Context: an optimization exercise on an open-source flow, tuned for small area. The choices shown serve that exercise and are no tape-out recipe. In this exercise RTL edits were held to simulation tests only and were not proved equivalent to the original. No activity file was given, so power comes from the tool's default toggle rates.

==> flow/run.sh <==
#!/bin/bash
# synth_recipe.tcl (not shown) runs the flow's synth.tcl, then flattens the netlist and writes it again
# the make line also repeats each setting of config.mk as NAME=value (left out here)
make -C /OpenROAD-flow-scripts/flow DESIGN_CONFIG=/design/flow/config.mk WORK_HOME=/design/flow/orfs CLKGATE_MAP_FILE= SYNTH_SCRIPT=/design/flow/synth_recipe.tcl finish
==> flow/config.mk <==
export PLATFORM = sky130hd
export DESIGN_NAME = UartCore
export DESIGN_NICKNAME = UartCore
export VERILOG_FILES = /design/flow/design.v
export SDC_FILE = /design/flow/constraint.sdc
export NUM_CORES = 4
export LEC_CHECK = 0
export CAP_MARGIN = 20
export CORE_MARGIN = 2
export CORE_UTILIZATION = 40
export SLEW_MARGIN = 20
==> flow/constraint.sdc <==
create_clock -name core_clock -period 10.0 [get_ports {clk}]
set_input_delay 2.0000 -clock core_clock [delete_from_list [all_inputs] [get_ports {clk}]]
set_output_delay 2.0000 -clock core_clock [all_outputs]
set_load 0.01 [all_outputs]
==> flow/design.v <==
module ParityGenerator(
    input           clk,
    input           rst,
    input           p_ParityCalTrigger_i,
    input           ParityMethod_i,
    input [7:0]     Data_i,
    output          ParityResult_o
    );
    reg parity_result_r;
    assign ParityResult_o = parity_result_r;
    always @(posedge clk or negedge rst) begin
        if (!rst)
            parity_result_r <= 1'b1;
        else if (p_ParityCalTrigger_i)
            parity_result_r <= (^Data_i) ^ ParityMethod_i;
    end
endmodule
module  FIFO_ver2
#(
    parameter WIDTH = 16'd16,
    parameter DEPTH = 16'd128
    )
(
    input           clk,
    input           rst,
    input [7:0]     data_i,
    input           n_we_i,
    input           n_re_i,
    input           n_clr_i,
    output [7:0]    data_o,
    output [15:0]   bytes_in_fifo_o,
    output          p_over_o,
    output          p_full_o,
    output          p_nearfull_o,
    output          p_empty_o
    );
    localparam SLOTS = DEPTH - 1;                
    localparam NEAR_FULL_LEVEL = (DEPTH>>2) * 3;
    reg [8*SLOTS-1:0]   slot_r;                  
    reg [6:0]           cnt_r;                   
    reg [6:0]           bytes_r;                 
    reg                 nearfull_r;
    reg                 over_r;
    reg [7:0]           output_data_r;
    wire write_w = ~n_we_i;
    wire empty_w = (bytes_r == 7'd0);
    wire full_w  = (bytes_r == SLOTS);
    wire read_w  = ~n_re_i & ~empty_w;
    wire drop_w  = read_w | (write_w & full_w);
    assign p_empty_o        = empty_w;
    assign p_full_o         = full_w;
    assign p_nearfull_o     = nearfull_r;
    assign p_over_o         = over_r;
    assign data_o           = output_data_r;
    assign bytes_in_fifo_o  = {9'd0, bytes_r};
    reg [7:0] rd_data_w;
    integer k;
    always @(*) begin
        rd_data_w = 8'd0;
        for (k = 1; k <= SLOTS; k = k + 1)
            rd_data_w = rd_data_w | ({8{cnt_r == k}} & slot_r[8*k-1 -: 8]);
    end
    always @(posedge clk) begin
        if (write_w)
            slot_r <= {slot_r[8*SLOTS-9:0], data_i};
    end
    always @(posedge clk or negedge rst) begin
        if (!rst) begin
            cnt_r           <= 7'd0;
            bytes_r         <= 7'd0;
            nearfull_r      <= 1'b0;
            over_r          <= 1'b0;
            output_data_r   <= 8'd0;
        end
        else if (!n_clr_i) begin
            cnt_r           <= 7'd0;
            bytes_r         <= 7'd0;
            nearfull_r      <= 1'b0;
            over_r          <= 1'b0;
            output_data_r   <= 8'd0;
        end
        else begin
            cnt_r           <= cnt_r + {6'd0, write_w} - {6'd0, drop_w};
            bytes_r         <= cnt_r;
            nearfull_r      <= (bytes_r >= NEAR_FULL_LEVEL);
            if (full_w & write_w & n_re_i)
                over_r      <= 1'b1;
            else if (!full_w)
                over_r      <= 1'b0;
            if (read_w)
                output_data_r <= rd_data_w;
        end
    end
endmodule
module FSM(
    input           clk,
    input           rst,
    input           p_Enable_i,
    input           p_BaudSig_i,
    input           p_FiFoEmpty_i,
    input           ParityEnable_i,
    output          p_ParityCalTrigger_o,
    output [4:0]    State_o,
    output [2:0]    BitCounter_o
    );
    reg [4:0]   state_r;         
    reg [2:0]   bit_counter_r;
    wire s_int_w  = state_r[0];
    wire s_start_w= state_r[1];
    wire s_data_w = state_r[2];
    wire s_par_w  = state_r[3];
    wire s_stop_w = state_r[4];
    assign State_o              = state_r;
    assign BitCounter_o         = bit_counter_r;
    assign p_ParityCalTrigger_o = s_data_w & (bit_counter_r == 3'd0) & p_BaudSig_i;
    wire last_bit_w = s_data_w & (bit_counter_r == 3'd7) & p_BaudSig_i;
    always @(posedge clk or negedge rst) begin
        if (!rst)
            bit_counter_r <= 3'd0;
        else if (s_data_w)
            bit_counter_r <= bit_counter_r + {2'd0, p_BaudSig_i};
        else
            bit_counter_r <= 3'd0;
    end
    always @(posedge clk or negedge rst) begin
        if (!rst)
            state_r <= 5'b00001;
        else if (p_BaudSig_i) begin
            state_r[0] <= (s_int_w & ~(~p_FiFoEmpty_i & p_Enable_i)) | s_stop_w;
            state_r[1] <= s_int_w & ~p_FiFoEmpty_i & p_Enable_i;
            state_r[2] <= s_start_w | (s_data_w & ~last_bit_w);
            state_r[3] <= last_bit_w & ParityEnable_i;
            state_r[4] <= (last_bit_w & ~ParityEnable_i) | s_par_w;
        end
    end
endmodule
module ShiftRegister(
    input           clk,
    input           rst,
    input           p_BaudSig_i,
    input   [4:0]   State_i,
    input   [2:0]   BitCounter_i,
    output          n_FifoRe_o,
    input   [7:0]   FifoData_i,
    input           p_FiFoEmpty_i,
    input           p_BigEnd_i,
    input           ParityResult_i,
    output  [7:0]   ShiftData_o,
    output          SerialData_o
    );
    reg [1:0]   n_fifo_rd_r;
    reg [7:0]   shift_reg_r;
    reg         serial_data_r;
    assign n_FifoRe_o   = n_fifo_rd_r[0];
    assign ShiftData_o  = shift_reg_r;
    assign SerialData_o = serial_data_r;
    wire fifo_re_rising_w = State_i[0] & ~p_FiFoEmpty_i & p_BaudSig_i;
    wire [2:0] bit_index_w = p_BigEnd_i ? ~BitCounter_i : BitCounter_i;
    always @(posedge clk or negedge rst) begin
        if (!rst)
            n_fifo_rd_r <= 2'b11;
        else
            n_fifo_rd_r <= {n_fifo_rd_r[0], ~fifo_re_rising_w};
    end
    always @(posedge clk or negedge rst) begin
        if (!rst)
            shift_reg_r <= 8'd0;
        else if (!n_fifo_rd_r[1])
            shift_reg_r <= FifoData_i;
    end
    always @(posedge clk or negedge rst) begin
        if (!rst)
            serial_data_r <= 1'b1;
        else if (State_i[1])
            serial_data_r <= 1'b0;
        else if (State_i[2])
            serial_data_r <= shift_reg_r[bit_index_w];
        else if (State_i[3])
            serial_data_r <= ParityResult_i;
        else
            serial_data_r <= 1'b1;
    end
endmodule
module TxCore(
    input           clk,
    input           rst,
        input [7:0]     Data_i,
        input           n_We_i,
        input           n_Clr_i,
        input           p_Enable_i,
        output          p_Full_o,
        output          p_Over_o,
        output          p_NearFull_o,
        output          p_Empty_o,
        output [6:0]    bytes_in_fifo_o,
        input           p_BaudSig_i,
        input           p_ParityEnable_i,
        input           p_BigEnd_i,
        input           ParityMethod_i,
    output          Tx_o
    );
    wire    [4:0]   State_w;
    wire    [2:0]   BitCounter_w;
    wire            p_ParityCalTrigger_w;
    wire    [7:0]   ShiftData_w;
    wire    [7:0]   FifoData_w;
    wire            ParityResult_w;
    wire            p_FiFoEmpty_w;
    wire            n_FifoRe_w;
    wire    [15:0]  bytes_w;
    assign p_Empty_o        = p_FiFoEmpty_w;
    assign bytes_in_fifo_o  = bytes_w[6:0];
    FSM StateMachine(
        .clk(clk),
        .rst(rst),
        .p_Enable_i(p_Enable_i),
        .p_BaudSig_i(p_BaudSig_i),
        .p_FiFoEmpty_i(p_FiFoEmpty_w),
        .ParityEnable_i(p_ParityEnable_i),
        .p_ParityCalTrigger_o(p_ParityCalTrigger_w),
        .State_o(State_w),
        .BitCounter_o(BitCounter_w)
    );
    ShiftRegister ShiftReg(
        .clk(clk),
        .rst(rst),
        .p_BaudSig_i(p_BaudSig_i),
        .State_i(State_w),
        .BitCounter_i(BitCounter_w),
        .n_FifoRe_o(n_FifoRe_w),
        .FifoData_i(FifoData_w),
        .p_FiFoEmpty_i(p_FiFoEmpty_w),
        .p_BigEnd_i(p_BigEnd_i),
        .ParityResult_i(ParityResult_w),
        .ShiftData_o(ShiftData_w),
        .SerialData_o(Tx_o)
    );
    ParityGenerator ParityGenerator(
        .clk(clk),
        .rst(rst),
        .p_ParityCalTrigger_i(p_ParityCalTrigger_w),
        .ParityMethod_i(ParityMethod_i),
        .Data_i(ShiftData_w),
        .ParityResult_o(ParityResult_w)
    );
    FIFO_ver2 #(
        .WIDTH(16'd128),
        .DEPTH(16'd128)
    ) TxCoreFifo (
        .clk(clk),
        .rst(rst),
        .data_i(Data_i),
        .n_we_i(~p_Enable_i | n_We_i),
        .n_re_i(n_FifoRe_w),
        .n_clr_i(n_Clr_i),
        .data_o(FifoData_w),
        .bytes_in_fifo_o(bytes_w),
        .p_over_o(p_Over_o),
        .p_nearfull_o(p_NearFull_o),
        .p_empty_o(p_FiFoEmpty_w),
        .p_full_o(p_Full_o)
    );
endmodule
module FSM_Rx(
    input           clk,
    input           rst,
    input           p_Enable_i,
    input           Rx_Synch_i,
    input           Bit_Synch_i,
    input           AcqSig_i,
    input           p_ParityEnable_i,
    output [4:0]    State_o,
    output [2:0]    BitCounter_o
    );
    reg [4:0]   state_r;         
    reg [2:0]   bit_counter_r;
    wire s_int_w  = state_r[0];
    wire s_start_w= state_r[1];
    wire s_data_w = state_r[2];
    wire s_par_w  = state_r[3];
    wire s_stop_w = state_r[4];
    assign State_o      = state_r;
    assign BitCounter_o = bit_counter_r;
    wire go_w       = s_int_w & Rx_Synch_i & p_Enable_i;
    wire last_bit_w = s_data_w & Bit_Synch_i & (bit_counter_r == 3'd7);
    always @(posedge clk or negedge rst) begin
        if (!rst)
            bit_counter_r <= 3'd0;
        else if (s_data_w)
            bit_counter_r <= bit_counter_r + {2'd0, Bit_Synch_i};
        else
            bit_counter_r <= 3'd0;
    end
    always @(posedge clk or negedge rst) begin
        if (!rst)
            state_r <= 5'b00001;
        else if (go_w | (Bit_Synch_i & ~s_int_w)) begin
            state_r[0] <= s_stop_w;
            state_r[1] <= s_int_w;
            state_r[2] <= s_start_w | (s_data_w & ~last_bit_w);
            state_r[3] <= last_bit_w & p_ParityEnable_i;
            state_r[4] <= (last_bit_w & ~p_ParityEnable_i) | s_par_w;
        end
    end
endmodule
module ShiftRegister_Rx(
    input           clk,
    input           rst,
    input           AcqSig_i,
    input           Rx_i,
    input   [3:0]   AcqNumPerBit_i,
    input   [4:0]   State_i,
    output  [3:0]   BitWidthCnt_o,
    output  [10:1]  Byte_o,
    output          Bit_Synch_o,
    output          Rx_Synch_o,
    output          Byte_Synch_o
    );
    reg [3:0]   shift_syn_rx_r;
    reg         acq_dly_r;
    reg [2:0]   shift_reg_r;
    reg [3:0]   bit_width_cnt_r;
    reg [10:1]  byte_r;
    wire idle_w             = State_i[0];
    wire filter_rx_w        = (shift_syn_rx_r[3] & shift_syn_rx_r[2]) | (shift_syn_rx_r[2] & shift_syn_rx_r[1]) | (shift_syn_rx_r[1] & shift_syn_rx_r[3]);
    wire falling_edge_rx_w  = shift_reg_r[2] & ~shift_reg_r[1];
    wire acquisite_time_w   = (bit_width_cnt_r == {1'b0, AcqNumPerBit_i[3:1]});
    wire sample_w           = acquisite_time_w & acq_dly_r;
    assign Rx_Synch_o   = falling_edge_rx_w & idle_w;
    assign Bit_Synch_o  = (bit_width_cnt_r >= AcqNumPerBit_i) & ~idle_w & AcqSig_i;
    assign Byte_Synch_o = State_i[4] & acquisite_time_w & AcqSig_i;
    assign Byte_o       = byte_r;
    assign BitWidthCnt_o= bit_width_cnt_r;
    always @(posedge clk or negedge rst) begin
        if (!rst)
            shift_syn_rx_r <= 4'b1111;
        else
            shift_syn_rx_r <= {shift_syn_rx_r[2:0], Rx_i};
    end
    always @(posedge clk or negedge rst) begin
        if (!rst)
            acq_dly_r <= 1'b0;
        else
            acq_dly_r <= AcqSig_i;
    end
    always @(posedge clk or negedge rst) begin
        if (!rst)
            shift_reg_r <= 3'b000;
        else if (AcqSig_i)
            shift_reg_r <= {shift_reg_r[1:0], filter_rx_w};
    end
    always @(posedge clk or negedge rst) begin
        if (!rst)
            bit_width_cnt_r <= 4'd0;
        else if (idle_w && !falling_edge_rx_w && AcqSig_i)
            bit_width_cnt_r <= 4'd0;
        else if (Rx_Synch_o && AcqSig_i)
            bit_width_cnt_r <= 4'd1;
        else if (Bit_Synch_o)
            bit_width_cnt_r <= 4'd0;
        else if (!idle_w && AcqSig_i && (bit_width_cnt_r < AcqNumPerBit_i))
            bit_width_cnt_r <= bit_width_cnt_r + 1'b1;
    end
    always @(posedge clk or negedge rst) begin
        if (!rst)
            byte_r <= 10'd0;
        else if (sample_w) begin
            if (State_i[1])
                byte_r <= 10'd0;
            else if (State_i[2])
                byte_r <= {byte_r[9:3], shift_reg_r[2], 1'b1, byte_r[1]};
            else if (State_i[3])
                byte_r[2] <= shift_reg_r[2];
            else if (State_i[4])
                byte_r[1] <= shift_reg_r[2];
        end
    end
endmodule
module ByteAnalyseV3(
    input   clk,
    input   rst,
    output          n_we_o,
    output  [7:0]   data_o,
    input           BaudSig_i,
    input   [10:1]  byte_i,
    input           Byte_Synch_i,
    input           p_ParityEnable_i,
    input           p_BigEnd_i,
    output  [7:0]   ParityCalData_o,
    output          p_ParityCalTrigger_o,
    input           ParityResult_i,
    output          p_ParityErr_o,
    output          p_FrameErr_o,
    output  [7:0]   ParityErrorNum_o
    );
    reg [3:0]       state_r;         
    reg [10:1]      byte_r;
    reg             parity_trig_r;
    reg             parity_result_r;
    reg             frame_error_r;
    reg [7:0]       fifo_data_r;
    reg             n_we_r;
    wire idle_w = ~|state_r;
    assign ParityCalData_o      = byte_r[10:3];
    assign data_o               = fifo_data_r;
    assign p_ParityCalTrigger_o = parity_trig_r;
    assign n_we_o               = n_we_r;
    assign ParityErrorNum_o     = 8'd0;
    assign p_ParityErr_o        = ~parity_result_r;
    assign p_FrameErr_o         = frame_error_r;
    always @(posedge clk or negedge rst) begin
        if (!rst)
            state_r <= 4'd0;
        else
            state_r <= {state_r[2:0], idle_w & Byte_Synch_i};
    end
    always @(posedge clk or negedge rst) begin
        if (!rst)
            byte_r <= 10'd0;
        else if (Byte_Synch_i)
            byte_r <= byte_i;
    end
    always @(posedge clk or negedge rst) begin
        if (!rst)
            parity_trig_r <= 1'b0;
        else
            parity_trig_r <= state_r[0] & p_ParityEnable_i;
    end
    always @(posedge clk or negedge rst) begin
        if (!rst)
            fifo_data_r <= 8'd0;
        else if (state_r[1])
            fifo_data_r <= p_BigEnd_i ? byte_r[10:3]
                         : {byte_r[3], byte_r[4], byte_r[5], byte_r[6],
                            byte_r[7], byte_r[8], byte_r[9], byte_r[10]};
    end
    always @(posedge clk or negedge rst) begin
        if (!rst)
            parity_result_r <= 1'b1;
        else if (state_r[2] && p_ParityEnable_i)
            parity_result_r <= ParityResult_i ^ ~byte_r[2];
        else if (!p_ParityEnable_i)
            parity_result_r <= 1'b1;
    end
    always @(posedge clk or negedge rst) begin
        if (!rst)
            frame_error_r <= 1'b0;
        else if (state_r[2])
            frame_error_r <= ~byte_r[1];
    end
    always @(posedge clk or negedge rst) begin
        if (!rst)
            n_we_r <= 1'b1;
        else
            n_we_r <= ~(state_r[3] & parity_result_r & ~frame_error_r);
    end
endmodule
module AnsDelayTimeMeasure_ver2(
    input   clk,
    input   rst,
        input [15:0]    TimeOutSet_i,
        input           p_TimeCntHoldSig_i,
        input           p_TimeCntStartSig_i,
        input           p_TimeCntResetSig_i,
        output [15:0]   TimeCnt_o,
        output          p_TimeOut_o,
        input           AcqSig_i
    );
    reg [15:0]  RxTimeCounter_r;
    reg         WorkState_r;
    reg         TimeOut_r;
    wire p_over_limit_w = (RxTimeCounter_r >= TimeOutSet_i);
    wire p_over_max_w   = &RxTimeCounter_r;
    assign TimeCnt_o    = RxTimeCounter_r;
    assign p_TimeOut_o  = TimeOut_r;
    always @(posedge clk or negedge rst) begin
        if (!rst)
            WorkState_r <= 1'b0;
        else if (p_TimeCntStartSig_i)
            WorkState_r <= 1'b1;
        else if (p_over_limit_w || p_over_max_w || p_TimeCntHoldSig_i)
            WorkState_r <= 1'b0;
    end
    always @(posedge clk or negedge rst) begin
        if (!rst)
            RxTimeCounter_r <= 16'd0;
        else if (WorkState_r && AcqSig_i)
            RxTimeCounter_r <= RxTimeCounter_r + 1'b1;
        else if (p_TimeCntStartSig_i || p_TimeCntResetSig_i)
            RxTimeCounter_r <= 16'd0;
    end
    always @(posedge clk or negedge rst) begin
        if (!rst)
            TimeOut_r <= 1'b1;
        else
            TimeOut_r <= p_over_limit_w;
    end
endmodule
module RxCore(
    input   clk,
    input   rst,
        output [7:0]    Data_o,
        input           n_Rd_i,
        input           n_Clr_i,
        input           p_Enable_i,
        output          p_Empty_o,
        output          p_NearFull_o,
        output          p_Full_o,
        output          p_Over_o,
        output [6:0]    RxFifoLevel_o,
        output          p_RxParityErr_o,
        output          p_RxFrameErr_o,
        input           p_ParityEnable_i,
        input           p_BigEnd_i,
        input           ParityMethod_i,
        input [15:0]    RxTimeOutSet_i,
        output          p_RxTimeOut_o,
        output [15:0]   RxDlyTime_o,
        input           p_TimeCntStartSig_i,
        input           p_TimeCntResetSig_i,
        input           AcqSig_i,
        input           BaudSig_i,
        input [3:0]     AcqNumPerBit_i,
    input           Rx_i
    );
    wire        Rx_Synch_w;
    wire        Bit_Synch_w;
    wire        Byte_Synch_w;
    wire        p_ParityCalTrigger_w;
    wire [4:0]  State_w;
    wire [2:0]  BitCounter_w;
    wire [3:0]  BitWidthCnt_w;
    wire        ParityResult_w;
    wire [10:1] Byte_w;
    wire [7:0]  Data_w;
    wire [7:0]  ParityData_w;
    wire        n_we_w;
    wire [7:0]  ParityErrorNum_w;
    wire [15:0] bytes_w;
    assign RxFifoLevel_o = bytes_w[6:0];
    FSM_Rx StateMachine(
        .clk(clk),
        .rst(rst),
        .p_Enable_i(p_Enable_i),
        .Rx_Synch_i(Rx_Synch_w),
        .Bit_Synch_i(Bit_Synch_w),
        .AcqSig_i(AcqSig_i),
        .p_ParityEnable_i(p_ParityEnable_i),
        .State_o(State_w),
        .BitCounter_o(BitCounter_w)
    );
    ShiftRegister_Rx ShiftReg(
        .clk(clk),
        .rst(rst),
        .AcqSig_i(AcqSig_i),
        .AcqNumPerBit_i(AcqNumPerBit_i),
        .Rx_i(Rx_i),
        .State_i(State_w),
        .BitWidthCnt_o(BitWidthCnt_w),
        .Byte_o(Byte_w),
        .Bit_Synch_o(Bit_Synch_w),
        .Byte_Synch_o(Byte_Synch_w),
        .Rx_Synch_o(Rx_Synch_w)
    );
    ParityGenerator ParityGenerator(
        .clk(clk),
        .rst(rst),
        .p_ParityCalTrigger_i(p_ParityCalTrigger_w),
        .ParityMethod_i(ParityMethod_i),
        .Data_i(ParityData_w),
        .ParityResult_o(ParityResult_w)
    );
    ByteAnalyseV3 ByteAnalyse(
        .clk(clk),
        .rst(rst),
        .n_we_o(n_we_w),
        .data_o(Data_w),
        .BaudSig_i(BaudSig_i),
        .byte_i(Byte_w),
        .Byte_Synch_i(Byte_Synch_w),
        .p_ParityEnable_i(p_ParityEnable_i),
        .p_BigEnd_i(p_BigEnd_i),
        .ParityCalData_o(ParityData_w),
        .p_ParityCalTrigger_o(p_ParityCalTrigger_w),
        .ParityResult_i(ParityResult_w),
        .p_ParityErr_o(p_RxParityErr_o),
        .p_FrameErr_o(p_RxFrameErr_o),
        .ParityErrorNum_o(ParityErrorNum_w)
    );
    AnsDelayTimeMeasure_ver2 DlyTimeMea(
        .clk(clk),
        .rst(rst),
        .TimeOutSet_i(RxTimeOutSet_i),
        .p_TimeCntHoldSig_i(Byte_Synch_w),
        .p_TimeCntStartSig_i(p_TimeCntStartSig_i),
        .p_TimeCntResetSig_i(p_TimeCntResetSig_i),
        .TimeCnt_o(RxDlyTime_o),
        .p_TimeOut_o(p_RxTimeOut_o),
        .AcqSig_i(AcqSig_i)
    );
    FIFO_ver2 #(
        .DEPTH(16'd128),
        .WIDTH(16'd128)
    ) RxCoreFifo (
        .clk(clk),
        .rst(rst),
        .data_i(Data_w),
        .n_we_i(n_we_w),
        .n_re_i(n_Rd_i),
        .n_clr_i(n_Clr_i),
        .data_o(Data_o),
        .bytes_in_fifo_o(bytes_w),
        .p_over_o(p_Over_o),
        .p_full_o(p_Full_o),
        .p_empty_o(p_Empty_o),
        .p_nearfull_o(p_NearFull_o)
    );
endmodule
module BaudrateModule_ver2(
    input           clk,
    input           rst,
    input   [15:0]  AcqPeriod_i,
    input   [7:0]   BitCompensation_i,
    output          AcqSig_o,
    output          BaudSig_o
    );
    reg     [15:0]  acq_period_down_r;
    reg     [3:0]   acq_up_time_limit_r;
    reg     [3:0]   acq_down_time_limit_r;
    reg     [15:0]  acq_period_counter_r;
    reg     [3:0]   acq_down_time_cnt_r;
    reg     [3:0]   acq_up_time_cnt_r;
    reg             acqsig_r;
    reg             baudsig_r;
    wire Time2Reload_w              = (acq_period_counter_r == 16'd0);
    wire AcqUpNumberReachLimit_w    = (acq_up_time_cnt_r == 4'd0);
    wire AcqDownNumberReachLimit_w  = (acq_down_time_cnt_r == 4'd0);
    wire AcqUpNumberLeftMore_w      = (acq_up_time_cnt_r > acq_down_time_cnt_r);
    wire AcqUpNumberInitMore_w      = (acq_up_time_limit_r > acq_down_time_limit_r);
    wire AcqNumberReload_w          = AcqUpNumberReachLimit_w & AcqDownNumberReachLimit_w;
    wire BaudRising_w               = Time2Reload_w & AcqNumberReload_w;
    wire AcqTimeUpSelected_w        = (AcqNumberReload_w & AcqUpNumberInitMore_w)
                                    | (~AcqUpNumberReachLimit_w & AcqDownNumberReachLimit_w)
                                    | (~AcqUpNumberReachLimit_w & ~AcqDownNumberReachLimit_w & AcqUpNumberLeftMore_w);
    assign AcqSig_o  = acqsig_r;
    assign BaudSig_o = baudsig_r;
    always @(posedge clk or negedge rst) begin
        if (!rst) begin
            acq_period_down_r       <= 16'd20;
            acq_up_time_limit_r     <= 4'd10;
            acq_down_time_limit_r   <= 4'd5;
        end
        else if (BaudRising_w) begin
            acq_period_down_r       <= AcqPeriod_i;
            acq_up_time_limit_r     <= BitCompensation_i[7:4];
            acq_down_time_limit_r   <= BitCompensation_i[3:0];
        end
    end
    always @(posedge clk or negedge rst) begin
        if (!rst)
            acq_period_counter_r <= 16'd20;
        else if (Time2Reload_w)
            acq_period_counter_r <= acq_period_down_r + {15'd0, AcqTimeUpSelected_w};
        else
            acq_period_counter_r <= acq_period_counter_r - 1'b1;
    end
    always @(posedge clk or negedge rst) begin
        if (!rst) begin
            acq_up_time_cnt_r   <= 4'd10;
            acq_down_time_cnt_r <= 4'd5;
        end
        else if (Time2Reload_w) begin
            if (AcqNumberReload_w) begin
                acq_up_time_cnt_r   <= acq_up_time_limit_r;
                acq_down_time_cnt_r <= acq_down_time_limit_r;
            end
            else if (AcqTimeUpSelected_w)
                acq_up_time_cnt_r   <= acq_up_time_cnt_r - 1'b1;
            else
                acq_down_time_cnt_r <= acq_down_time_cnt_r - 1'b1;
        end
    end
    always @(posedge clk or negedge rst) begin
        if (!rst) begin
            acqsig_r  <= 1'b0;
            baudsig_r <= 1'b0;
        end
        else begin
            acqsig_r  <= Time2Reload_w;
            baudsig_r <= BaudRising_w;
        end
    end
endmodule
module CtrlCore(
    input   clk,
    input   rst,
        input  [3:0]    AddrBus_i,
        input           n_ChipSelect_i,
        input           n_rd_i,
        input           n_we_i,
        input  [7:0]    DataBus_i,
        output [7:0]    DataBus_o,
        output          p_IrqSig_o,
        output [15:0]   BaudRateGen_o,
        output [3:0]    RoundUpNum_o,
        output [3:0]    RoundDownNum_o,
        output [3:0]    BaudDivider_o,
        output          p_TxCoreEn_o,
            output [7:0]    TxData_o,
            input           p_TxFIFO_Over_i,
            input           p_TxFIFO_Full_i,
            input           p_TxFIFO_NearFull_i,
            input           p_TxFIFO_Empty_i,
            output          n_TxFIFO_We_o,
            output          n_TxFIFO_Clr_o,
            input [6:0]     TxFIFO_Level_i,
        output          p_RxCoreEn_o,
            input           p_RxParityErr_i,
            input           p_RxFrameErr_i,
            input [7:0]     RxData_i,
            input           p_RxFIFO_Empty_i,
            input           p_RxFIFO_Over_i,
            input           p_RxFIFO_Full_i,
            input           p_RxFIFO_NearFull_i,
            output          n_RxFIFO_Rd_o,
            output          n_RxFIFO_Clr_o,
            output [15:0]   RxTimeOutSet_o,
            input           p_RxTimeOut_i,
            input [6:0]     RxFIFO_Level_i,
            input [15:0]    AnsDelayTime_i,
        output          p_ParityEnable_o,
        output          p_BigEnd_o,
        output          ParityMethod_o
    );
    reg [2:0]   shift_rd_r1;
    reg [7:2]   UartControl_r1;              
    reg         p_RxRst_r1;
    reg         p_TxRst_r1;
    reg [7:0]   UartMode_r1;
    reg [15:0]  BaudGenerator_r1;
    reg [7:0]   BitCompensateMethod_r1;
    reg [15:0]  InterruptMask_r1;
    reg [15:0]  RxTrigLevel_r1;
    reg [15:0]  TxTrigLevel_r1;
    reg [12:0]  InterruptState_r1;           
    reg [2:0]   TxFIFO_We_r1;
    reg [7:0]   DataBus_r1;
    reg [6:0]   BytesNumberInRxFifo_r1;
    reg [6:0]   BytesNumberInTxFifo_r1;
    reg [15:0]  ReceiveTimeOutLvl_r1;
    reg [2:0]   shift_TOVR_r1;
    reg [2:0]   shift_TNFUL_r1;
    reg [2:0]   shift_TTRIG_r1;
    reg [2:0]   shift_TIMEOUT_r1;
    reg [2:0]   shift_TFUL_r1;
    reg [2:0]   shift_ParityErr_r1;
    reg [2:0]   shift_FrameErr_r1;
    reg [2:0]   shift_ROVR_r1;
    reg [2:0]   shift_TEMPTY_r1;
    reg [2:0]   shift_RFULL_r1;
    reg [2:0]   shift_REMPTY_r1;
    reg [2:0]   shift_RTRIG_r1;
    reg [8:0]   UartState_r1;
    wire ConfigEn_w = UartControl_r1[7];
    wire RxEn_w     = UartControl_r1[3];
    wire TxEn_w     = UartControl_r1[2];
    wire ChipWriteAccess_w  = ~n_ChipSelect_i & ~n_we_i;
    wire ChipReadAccess_w   = ~n_ChipSelect_i & ~shift_rd_r1[2];
    wire FallingEdge_rd_w   = ~n_ChipSelect_i & shift_rd_r1[2] & ~shift_rd_r1[1];
    wire wr_ctrl_w  = ChipWriteAccess_w && (AddrBus_i == 4'd0);
    wire wr_tx_w    = ChipWriteAccess_w && (AddrBus_i == 4'd3);
    wire wr_cfg_w   = ChipWriteAccess_w &&  ConfigEn_w;
    wire wr_irq_w   = ChipWriteAccess_w && !ConfigEn_w;
    wire wr_mode_w  = wr_cfg_w && (AddrBus_i == 4'd4);
    wire wr_bgh_w   = wr_cfg_w && (AddrBus_i == 4'd5);
    wire wr_bgl_w   = wr_cfg_w && (AddrBus_i == 4'd6);
    wire wr_bcm_w   = wr_cfg_w && (AddrBus_i == 4'd7);
    wire wr_ie1_w   = wr_cfg_w && (AddrBus_i == 4'd8);
    wire wr_ie2_w   = wr_cfg_w && (AddrBus_i == 4'd9);
    wire wr_rth_w   = wr_cfg_w && (AddrBus_i == 4'd10);
    wire wr_rtl_w   = wr_cfg_w && (AddrBus_i == 4'd11);
    wire wr_tth_w   = wr_cfg_w && (AddrBus_i == 4'd12);
    wire wr_ttl_w   = wr_cfg_w && (AddrBus_i == 4'd13);
    wire wr_toh_w   = wr_cfg_w && (AddrBus_i == 4'd14);
    wire wr_tol_w   = wr_cfg_w && (AddrBus_i == 4'd15);
    wire wr_is1_w   = wr_irq_w && (AddrBus_i == 4'd4);
    wire wr_is2_w   = wr_irq_w && (AddrBus_i == 4'd5);
    wire TxTrig_w = (BytesNumberInTxFifo_r1 >= TxTrigLevel_r1) & (TxTrigLevel_r1 != 16'd0);
    wire RxTrig_w = (BytesNumberInRxFifo_r1 >= RxTrigLevel_r1) & (RxTrigLevel_r1 != 16'd0);
    assign DataBus_o        = DataBus_r1;
    assign p_TxCoreEn_o     = TxEn_w;
    assign TxData_o         = DataBus_i;
    assign n_TxFIFO_We_o    = ~(TxFIFO_We_r1[2] & ~TxFIFO_We_r1[1]);
    assign n_TxFIFO_Clr_o   = ~p_TxRst_r1;
    assign p_RxCoreEn_o     = RxEn_w;
    assign n_RxFIFO_Rd_o    = ~(FallingEdge_rd_w && (AddrBus_i == 4'd3));
    assign n_RxFIFO_Clr_o   = ~p_RxRst_r1;
    assign BaudRateGen_o    = BaudGenerator_r1;
    assign RoundUpNum_o     = BitCompensateMethod_r1[7:4];
    assign RoundDownNum_o   = BitCompensateMethod_r1[3:0];
    assign BaudDivider_o    = BitCompensateMethod_r1[7:4] + BitCompensateMethod_r1[3:0];
    assign RxTimeOutSet_o   = ReceiveTimeOutLvl_r1;
    assign p_IrqSig_o       = |{InterruptState_r1[12:10], InterruptState_r1[8:0]};
    assign p_ParityEnable_o = UartMode_r1[2];
    assign p_BigEnd_o       = UartMode_r1[3];
    assign ParityMethod_o   = UartMode_r1[1];
    always @(posedge clk or negedge rst) begin
        if (!rst)
            shift_rd_r1 <= 3'b111;
        else
            shift_rd_r1 <= {shift_rd_r1[1:0], n_rd_i};
    end
    always @(posedge clk or negedge rst) begin
        if (!rst) begin
            UartControl_r1  <= 6'b100000;
            p_RxRst_r1      <= 1'b0;
            p_TxRst_r1      <= 1'b0;
        end
        else if (wr_ctrl_w) begin
            UartControl_r1  <= DataBus_i[7:2];
            p_RxRst_r1      <= DataBus_i[1];
            p_TxRst_r1      <= DataBus_i[0];
        end
        else begin
            p_RxRst_r1      <= 1'b0;
            p_TxRst_r1      <= 1'b0;
        end
    end
    always @(posedge clk or negedge rst) begin
        if (!rst) begin
            UartMode_r1             <= 8'h48;
            BaudGenerator_r1        <= 16'd68;
            BitCompensateMethod_r1  <= 8'h23;
            InterruptMask_r1        <= 16'd0;
            RxTrigLevel_r1          <= 16'd0;
            TxTrigLevel_r1          <= 16'd0;
            ReceiveTimeOutLvl_r1    <= 16'd0;
        end
        else begin
            if (wr_mode_w) UartMode_r1                  <= DataBus_i;
            if (wr_bgh_w)  BaudGenerator_r1[15:8]       <= DataBus_i;
            if (wr_bgl_w)  BaudGenerator_r1[7:0]        <= DataBus_i;
            if (wr_bcm_w)  BitCompensateMethod_r1       <= DataBus_i;
            if (wr_ie1_w)  InterruptMask_r1[15:8]       <= DataBus_i;
            if (wr_ie2_w)  InterruptMask_r1[7:0]        <= DataBus_i;
            if (wr_rth_w)  RxTrigLevel_r1[15:8]         <= DataBus_i;
            if (wr_rtl_w)  RxTrigLevel_r1[7:0]          <= DataBus_i;
            if (wr_tth_w)  TxTrigLevel_r1[15:8]         <= DataBus_i;
            if (wr_ttl_w)  TxTrigLevel_r1[7:0]          <= DataBus_i;
            if (wr_toh_w)  ReceiveTimeOutLvl_r1[15:8]   <= DataBus_i;
            if (wr_tol_w)  ReceiveTimeOutLvl_r1[7:0]    <= DataBus_i;
        end
    end
    always @(posedge clk or negedge rst) begin
        if (!rst)
            TxFIFO_We_r1 <= 3'b111;
        else
            TxFIFO_We_r1 <= {TxFIFO_We_r1[1:0], ~wr_tx_w};
    end
    always @(posedge clk or negedge rst) begin
        if (!rst) begin
            BytesNumberInRxFifo_r1 <= 7'd0;
            BytesNumberInTxFifo_r1 <= 7'd0;
        end
        else begin
            BytesNumberInRxFifo_r1 <= RxEn_w ? RxFIFO_Level_i : 7'd0;
            BytesNumberInTxFifo_r1 <= TxEn_w ? TxFIFO_Level_i : 7'd0;
        end
    end
    always @(posedge clk or negedge rst) begin
        if (!rst)
            DataBus_r1 <= 8'hff;
        else if (ChipReadAccess_w) begin
            case ({ConfigEn_w, AddrBus_i})
                5'h00, 5'h10: DataBus_r1 <= {UartControl_r1, 2'b00};
                5'h01, 5'h11: DataBus_r1 <= {1'b0, UartState_r1[8:7], 1'b0, UartState_r1[6:5], 2'b00};
                5'h02, 5'h12: DataBus_r1 <= {3'b000, UartState_r1[4:0]};
                5'h03, 5'h13: DataBus_r1 <= RxData_i;
                5'h14: DataBus_r1 <= UartMode_r1;
                5'h15: DataBus_r1 <= BaudGenerator_r1[15:8];
                5'h16: DataBus_r1 <= BaudGenerator_r1[7:0];
                5'h17: DataBus_r1 <= BitCompensateMethod_r1;
                5'h18: DataBus_r1 <= InterruptMask_r1[15:8];
                5'h19: DataBus_r1 <= InterruptMask_r1[7:0];
                5'h1a: DataBus_r1 <= RxTrigLevel_r1[15:8];
                5'h1b: DataBus_r1 <= RxTrigLevel_r1[7:0];
                5'h1c: DataBus_r1 <= TxTrigLevel_r1[15:8];
                5'h1d: DataBus_r1 <= TxTrigLevel_r1[7:0];
                5'h1e: DataBus_r1 <= ReceiveTimeOutLvl_r1[15:8];
                5'h1f: DataBus_r1 <= ReceiveTimeOutLvl_r1[7:0];
                5'h04: DataBus_r1 <= {3'b000, InterruptState_r1[12:10], 1'b0, InterruptState_r1[8]};
                5'h05: DataBus_r1 <= InterruptState_r1[7:0];
                5'h06: DataBus_r1 <= 8'd0;
                5'h07: DataBus_r1 <= {1'b0, BytesNumberInRxFifo_r1};
                5'h0d: DataBus_r1 <= AnsDelayTime_i[15:8];
                5'h0e: DataBus_r1 <= AnsDelayTime_i[7:0];
                default: ;
            endcase
        end
    end
    always @(posedge clk or negedge rst) begin
        if (!rst) begin
            shift_TOVR_r1       <= 3'b0;
            shift_TNFUL_r1      <= 3'b0;
            shift_TTRIG_r1      <= 3'b0;
            shift_TIMEOUT_r1    <= 3'b0;
            shift_ParityErr_r1  <= 3'b0;
            shift_FrameErr_r1   <= 3'b0;
            shift_TFUL_r1       <= 3'b0;
            shift_TEMPTY_r1     <= 3'b0;
            shift_RFULL_r1      <= 3'b0;
            shift_REMPTY_r1     <= 3'b0;
            shift_ROVR_r1       <= 3'b0;
            shift_RTRIG_r1      <= 3'b0;
        end
        else begin
            shift_TOVR_r1       <= {shift_TOVR_r1[1:0],         p_TxFIFO_Over_i};
            shift_TNFUL_r1      <= {shift_TNFUL_r1[1:0],        p_TxFIFO_NearFull_i};
            shift_TTRIG_r1      <= {shift_TTRIG_r1[1:0],        TxTrig_w};
            shift_TIMEOUT_r1    <= {shift_TIMEOUT_r1[1:0],      p_RxTimeOut_i};
            shift_ParityErr_r1  <= {shift_ParityErr_r1[1:0],    p_RxParityErr_i};
            shift_FrameErr_r1   <= {shift_FrameErr_r1[1:0],     p_RxFrameErr_i};
            shift_TFUL_r1       <= {shift_TFUL_r1[1:0],         p_TxFIFO_Full_i};
            shift_TEMPTY_r1     <= {shift_TEMPTY_r1[1:0],       p_TxFIFO_Empty_i};
            shift_RFULL_r1      <= {shift_RFULL_r1[1:0],        p_RxFIFO_Full_i};
            shift_REMPTY_r1     <= {shift_REMPTY_r1[1:0],       p_RxFIFO_Empty_i};
            shift_ROVR_r1       <= {shift_ROVR_r1[1:0],         p_RxFIFO_Over_i};
            shift_RTRIG_r1      <= {shift_RTRIG_r1[1:0],        RxTrig_w};
        end
    end
    wire [12:0] rise_w = {
        ~shift_TOVR_r1[2]      & shift_TOVR_r1[1],
        ~shift_TNFUL_r1[2]     & shift_TNFUL_r1[1],
        ~shift_TTRIG_r1[2]     & shift_TTRIG_r1[1],
        1'b0,
        ~shift_TIMEOUT_r1[2]   & shift_TIMEOUT_r1[1],
        ~shift_ParityErr_r1[2] & shift_ParityErr_r1[1],
        ~shift_FrameErr_r1[2]  & shift_FrameErr_r1[1],
        ~shift_ROVR_r1[2]      & shift_ROVR_r1[1],
        ~shift_TFUL_r1[2]      & shift_TFUL_r1[1],
        ~shift_TEMPTY_r1[2]    & shift_TEMPTY_r1[1],
        ~shift_RFULL_r1[2]     & shift_RFULL_r1[1],
        ~shift_REMPTY_r1[2]    & shift_REMPTY_r1[1],
        ~shift_RTRIG_r1[2]     & shift_RTRIG_r1[1]
    };
    wire [12:0] clr_w = {{5{wr_is1_w}} & DataBus_i[4:0], {8{wr_is2_w}} & DataBus_i[7:0]};
    integer i;
    always @(posedge clk or negedge rst) begin
        if (!rst)
            InterruptState_r1 <= 13'd0;
        else begin
            for (i = 0; i <= 12; i = i + 1) begin
                if (i != 9) begin
                    if (rise_w[i])
                        InterruptState_r1[i] <= InterruptMask_r1[i];
                    else if (clr_w[i])
                        InterruptState_r1[i] <= 1'b0;
                end
                else
                    InterruptState_r1[i] <= 1'b0;
            end
        end
    end
    always @(posedge clk or negedge rst) begin
        if (!rst)
            UartState_r1 <= 9'd0;
        else
            UartState_r1 <= {
                p_TxFIFO_NearFull_i, TxTrig_w, ~p_TxFIFO_Empty_i, ~p_RxFIFO_Empty_i,
                p_TxFIFO_Full_i, p_TxFIFO_Empty_i, p_RxFIFO_Full_i, p_RxFIFO_Empty_i, RxTrig_w
            };
    end
endmodule
module UartCore(
    input   clk,
    input   rst,
        input  [3:0]    AddrBus_i,     
        input           n_ChipSelect_i,
        input           n_rd_i,        
        input           n_we_i,        
        input  [7:0]    DataBus_i,     
        output [7:0]    DataBus_o,     
        output          p_IrqSig_o, 
        input           Rx_i,
        output          Tx_o
    );
    wire [15:0] AcqPeriod_w;
    wire [7:0]  BitCompensation_w;
    wire [3:0]  RoundUpNum_w;
    wire [3:0]  RoundDownNum_w;
    wire [3:0]  AcqNumPerBit_w;
    wire [6:0]  RxFIFO_Level_w;
    wire [15:0] RxTimeOutSet_w;
    wire [15:0] RxTimeCnt_w;
    wire [7:0]  TxData_w;
    wire [7:0]  RxData_w;
    wire [6:0]  TxFIFO_Level_w;
    wire [7:0]  ParityErrorNum_w;     
    wire        p_ParityEnable_w;
    wire        p_BigEnd_w;
    wire        ParityMethod_w; 
    wire        AcqSig_w;
    wire        BaudSig_w;
    wire        p_SendFinished_w;
    wire        p_DataReceived_w;
    wire        p_RxTimeOut_w;
        assign BitCompensation_w = {RoundUpNum_w, RoundDownNum_w};
    CtrlCore ControlCore(
        .clk(clk),
        .rst(rst),
            .AddrBus_i(AddrBus_i),
            .n_ChipSelect_i(n_ChipSelect_i),
            .n_rd_i(n_rd_i),
            .n_we_i(n_we_i),
            .DataBus_i(DataBus_i),
            .DataBus_o(DataBus_o),
            .p_IrqSig_o(p_IrqSig_o),
            .BaudRateGen_o(AcqPeriod_w),
            .RoundUpNum_o(RoundUpNum_w),
            .RoundDownNum_o(RoundDownNum_w),
            .BaudDivider_o(AcqNumPerBit_w), 
            .p_TxCoreEn_o(p_TxCoreEn_w),
            .TxData_o(TxData_w),
            .p_TxFIFO_Over_i(p_TxFIFO_Over_w),
            .p_TxFIFO_Full_i(p_TxFIFO_Full_w),
            .p_TxFIFO_NearFull_i(p_TxFIFO_NearFull_w),
            .p_TxFIFO_Empty_i(p_TxFIFO_Empty_w),
            .n_TxFIFO_We_o(n_TxFIFO_We_w),
            .n_TxFIFO_Clr_o(n_TxFIFO_Clr_w),
            .TxFIFO_Level_i(TxFIFO_Level_w),            
            .p_RxCoreEn_o(p_RxCoreEn_w),
            .p_RxParityErr_i(p_RxParityErr_w),
            .p_RxFrameErr_i(p_RxFrameErr_w),
            .RxData_i(RxData_w),
            .p_RxFIFO_Empty_i(p_RxFIFO_Empty_w),
            .p_RxFIFO_Over_i(p_RxFIFO_Over_w),
            .p_RxFIFO_Full_i(p_RxFIFO_Full_w),
            .p_RxFIFO_NearFull_i(p_RxFIFO_NearFull_w),
            .n_RxFIFO_Rd_o(n_RxFIFO_Rd_w),
            .n_RxFIFO_Clr_o(n_RxFIFO_Clr_w),
            .RxTimeOutSet_o(RxTimeOutSet_w),
            .p_RxTimeOut_i(p_RxTimeOut_w),
            .RxFIFO_Level_i(RxFIFO_Level_w),
            .AnsDelayTime_i(RxTimeCnt_w),
            .p_ParityEnable_o(p_ParityEnable_w),
            .p_BigEnd_o(p_BigEnd_w),
            .ParityMethod_o(ParityMethod_w)
    );
    BaudrateModule_ver2 BaudGen(
        .clk(clk),
        .rst(rst),
        .AcqPeriod_i(AcqPeriod_w),
        .BitCompensation_i(BitCompensation_w),
        .AcqSig_o(AcqSig_w),
        .BaudSig_o(BaudSig_w)
    );
    RxCore RxCore(
        .clk(clk),
        .rst(rst),
            .Data_o(RxData_w),
            .n_Rd_i(n_RxFIFO_Rd_w),
            .n_Clr_i(n_RxFIFO_Clr_w),
            .p_Enable_i(p_RxCoreEn_w),
            .p_Empty_o(p_RxFIFO_Empty_w),
            .p_NearFull_o(p_RxFIFO_NearFull_w),
            .p_Full_o(p_RxFIFO_Full_w),
            .p_Over_o(p_RxFIFO_Over_w),
            .RxFifoLevel_o(RxFIFO_Level_w),
            .p_RxParityErr_o(p_RxParityErr_w),
            .p_RxFrameErr_o(p_RxFrameErr_w),
            .p_ParityEnable_i(p_ParityEnable_w),
            .p_BigEnd_i(p_BigEnd_w),
            .ParityMethod_i(ParityMethod_w),
            .RxTimeOutSet_i(RxTimeOutSet_w),
            .p_RxTimeOut_o(p_RxTimeOut_w),
            .RxDlyTime_o(RxTimeCnt_w),
            .p_TimeCntStartSig_i(p_TxFIFO_Empty_w),
            .p_TimeCntResetSig_i(1'b0),    
            .AcqSig_i(AcqSig_w),
            .BaudSig_i(BaudSig_w),
            .AcqNumPerBit_i(AcqNumPerBit_w),
        .Rx_i(Rx_i)
    );
    TxCore TxCore(
        .clk(clk),
        .rst(rst),
            .Data_i(TxData_w),
            .n_We_i(n_TxFIFO_We_w),
            .n_Clr_i(n_TxFIFO_Clr_w),
            .p_Enable_i(p_TxCoreEn_w),
            .p_Full_o(p_TxFIFO_Full_w),
            .p_Over_o(p_TxFIFO_Over_w),
            .p_NearFull_o(p_TxFIFO_NearFull_w),
            .p_Empty_o(p_TxFIFO_Empty_w),
            .bytes_in_fifo_o(TxFIFO_Level_w),
            .p_BaudSig_i(BaudSig_w),
            .p_ParityEnable_i(p_ParityEnable_w),
            .p_BigEnd_i(p_BigEnd_w),
            .ParityMethod_i(ParityMethod_w),
        .Tx_o(Tx_o) 
    );
endmodule
==> run notes <==
==> cells in the final DEF, fill, tap and decap left out, drive strengths merged, types with 117 or more instances in the layout <==
master / n
a22oi: 784
buf: 270
clkbuf: 310
dfrtp: 326
edfxtp: 2032
nand2: 276
nand3: 121
nand4: 150
nor2: 384
o21ai: 117
==> registers in the layout, indices dropped and copies added, names as in the netlist, 8 cells and up <==
name and count:
BaudGen.acq_period_counter_r 16, BaudGen.acq_period_down_r 16, ControlCore.BaudGenerator_r1 16, ControlCore.BitCompensateMethod_r1 8
ControlCore.DataBus_r1 8, ControlCore.InterruptMask_r1 16, ControlCore.InterruptState_r1 12, ControlCore.ReceiveTimeOutLvl_r1 16
ControlCore.RxTrigLevel_r1 16, ControlCore.TxTrigLevel_r1 16, ControlCore.UartMode_r1 8, ControlCore.UartState_r1 8
RxCore.ByteAnalyse.byte_r 10, RxCore.ByteAnalyse.fifo_data_r 8, RxCore.DlyTimeMea.RxTimeCounter_r 16, RxCore.RxCoreFifo.output_data_r 8
RxCore.RxCoreFifo.slot_r 1016, RxCore.ShiftReg.byte_r 10, TxCore.ShiftReg.shift_reg_r 8, TxCore.TxCoreFifo.output_data_r 8
TxCore.TxCoreFifo.slot_r 1016
==> final cells by class <==
| cell class | count | area, um2 | area share [%] |
|---|---|---|---|
| antenna | 54 | 135 | 0.128 |
| sequential | 2406 | 70400 | 66.5 |
| tap | 3009 | 3760 | 3.56 |
| clock buffer | 310 | 6480 | 6.12 |
| clock inverter | 147 | 1920 | 1.81 |
| multi-input combinational | 2921 | 20300 | 19.1 |
| inverter | 105 | 398 | 0.376 |
| timing repair buffer | 295 | 2470 | 2.33 |
==> per-stage QoR <==
step                      total power, mW  instance area, um2  worst slack, ps  cells  hold slack [ps]
after global placement               14.6               97100             3700   8730              331
after global routing                 24.8              106000             4510   9199              342
final                                24.3              106000             4690   9247              340
after floorplan                      13.0               91200           -18010   5568              331
after detailed placement             14.6               97200             3890   8733              335
after CTS                            24.1              106000             4820   9190              320
==> critical path: stages <==
cell and delay [ps]:
clkdlybuf4s50_1 930, nand2_1 390, nor3_1 230, buf_4 180, nand3_1 100, nor2_1 100, buf_4 300, nand2_1 160
o21ai_0 120, ha_1 220, inv_1 70, fa_1 440, inv_1 90, a21oi_1 70, nor2_1 120, o21ai_0 120
a21oi_1 220, or3_1 130, a21oi_1 60
==> report_power, final <==
| group | leakage (nW) | internal, mW | switching, mW |
|---|---|---|---|
| Combinational | 8.82 | 0.992 | 2.39 |
| Clock | 4.06 | 5.57 | 4.11 |
| Sequential | 17.4 | 11.0 | 0.271 |
==> metal layers <==
| layer | wire [um] | vias to the layer above |
|---|---|---|
| li1 | - | 23500 |
| met1 | 133000 | 31300 |
| met2 | 152000 | 6141 |
| met3 | 62000 | 1625 |
| met4 | 29800 | 40 |
| met5 | 623 | - |
==> synth_stat cells (all sizes together), types with 53 or more instances <==
master,count
nand4,150
nor2,384
ha,83
o21ai,117
nand3,121
a21oi,85
nand2,276
a22oi,784
dfrtp,326
nor4,53
mux2,112
clkbuf,72
a22o,86
buf,64
edfxtp,2032
nor3,70
a221oi,60
inv,105
a32oi,70
==> how the worst max path moves through the flow <==
stage                                      from                         end  cells after the start
global route                       AddrBus_i[1]  RxCore.RxCoreFifo.cnt_r[6]                     19
detailed placement                 AddrBus_i[1]  RxCore.RxCoreFifo.cnt_r[6]                     19
global placement                   AddrBus_i[1]  RxCore.RxCoreFifo.cnt_r[6]                     19
floorplan           ControlCore.TxFIFO_We_r1[2]  TxCore.TxCoreFifo.cnt_r[6]                     12
finish                             AddrBus_i[1]  RxCore.RxCoreFifo.cnt_r[6]                     19
CTS                                AddrBus_i[1]  RxCore.RxCoreFifo.cnt_r[6]                     19
==> logic make-up after synthesis <==
logic type	after synthesis
multiplexers	136
AND/OR/NAND/NOR	1281
adder cells (fa/ha/maj)	87
buffers and inverters	241
XOR/XNOR	62
flip-flops	2406
AO/OA/AOI/OAI	1355
==> results.cfg <==
[status]
status = complete, no violations

[drt]
drc = 0
ant_nets = 0
totalWireLength_um = 377000
num_vias = 62700
routedWlPerCell_um = 40.7
drtPass1Iterations = 10
drt_iter0_markers = 14100
viasPerCell = 6.78

[synth]
synth_cell_type_count = 87
synth_edf_count = 2032
synth-compound-area-share_pct = 11.1
synth_xor_area_share_pct = 0.612
synth_nets = 5672
yosys-top-cells-area = edfxtp_1, dfrtp_1, a22oi_1, nor2_1, dfstp_2
synth_seq_cells = 2406
netlist_area_um2 = 91200
synth-simple-area-share_pct = 7.00
synth_top_family_by_area = compound AO/OA/AOI/OAI gates
syn-instance-count = 5568
ys_async_sr_fraction_pct = 15.5
yosys_warnings = 26
synth.area.mux_share_pct = 1.72
ys_seq_area_share_pct = 77.2
yosys.area_share.adder_pct = 1.22
synth_flop_cell = edfxtp_1
syn-mean-instance-area_um2 = 16.4
synth_top_cell_area_share_pct = 66.9
synth_area_leader_cell = edfxtp_1

[timing]
hold_violations = 0
finalCritPeriodShare_pct = 53.1
rsz0062_at_grt = false
finalSetupViolations = 0
clock_skew_ps = 101
min_period_ps = 5310
timing.final.max_slew_violations = 0
worst_pin_slew_ps = 1420
fmax_ghz = 0.188
tns_ps = 0
slew_headroom_pct = 5.43

[setup_path]
cp_max_fo = 16
reg2reg_depth = 10
arrival_ps = 6060
reg2reg_slack_ps = 5570
reg2reg_to = RxCore.RxCoreFifo.output_data_r[2]
cp_data_required_time_ps = 10750
cp-start-kind = input port
endpoint_kind = flip-flop
path_class = input port to flip-flop
reg2reg_from = RxCore.RxCoreFifo.cnt_r[5]

[cts]
cts.clk_slew.worst_paths_ps = 60
cts_root_buf = clkbuf_16
cts_num_sinks = 2406
clockBufferDepth = 3
cts_buffers = 241
cts_resized = 0
cts_tree = built
post_cts_buffers = 0
hold_buffers = 0
clock_latency_ps = 920
htreeDepth = 4

[final_layout]
drive_gt1_share_pct = 16.5
fillers = 19400
nets = 6074
final_util_pct = 46.6
area_growth_pct = 16.1

[power]
p_per_area_nw_per_um2 = 230
peakVddDrop_uv = 189
leakagePower_nw = 30.3

[grt]
busiest_layer = met2
antenna_found_initial = 42
grt_pass1_vias = 57400
grt_first_pass_wirelength_um = 497000
grt_overflow = 0
grtUsageMet2_pct = 43.1
gr-usage-all-layers_pct = 31.7
grt_use_met3_pct = 15.2
use_met1_pct = 40.7
grt_max_degree = 221

[die]
num_io_pins = 28
start_util_pct = 40.2
die_area_um2 = 232000
die_w_um = 481
dieHeight_um = 481
rows = 175
core_um2 = 227000

[place]
gp_congestion = 1.05
portBuffers = 27
dp_hpwl_um = 256000

[hold_path]
min_from = ControlCore.shift_FrameErr_r1[0]
whs_endpoint = ControlCore.shift_FrameErr_r1[1]
min_path_cells = 0
hp-class = flip-flop to flip-flop

[flow_run]
cap_violations = 0

[port drivers added, routing unchanged]
The flow's constraints put no driver on any port. The routed layout listed below was extracted and timed again, unchanged, in two steps.
Step 1 assumes that a clkbuf_16 drives the clock port and a buf_2 every other input.
Step 2 moves the port delays by t, midway between the first and last clock arrival at a register: inputs arrive t later, outputs are due t later. That takes back most of the time a late clock gives input paths.
a / b / c = no drivers / after step 1 / after step 2; a / b = the first two.
t, ns: 0.966
slack for setup (ns): 4.691 / 4.703 / 3.737
slew at the worst register clock pin (ns): 0.07 / 0.07
cell pins on the clock port's net: 1
After both steps setup and hold are still met in this run. The setup slack of this run moves by +0.012 ns with the drivers and by -0.954 ns with both steps.
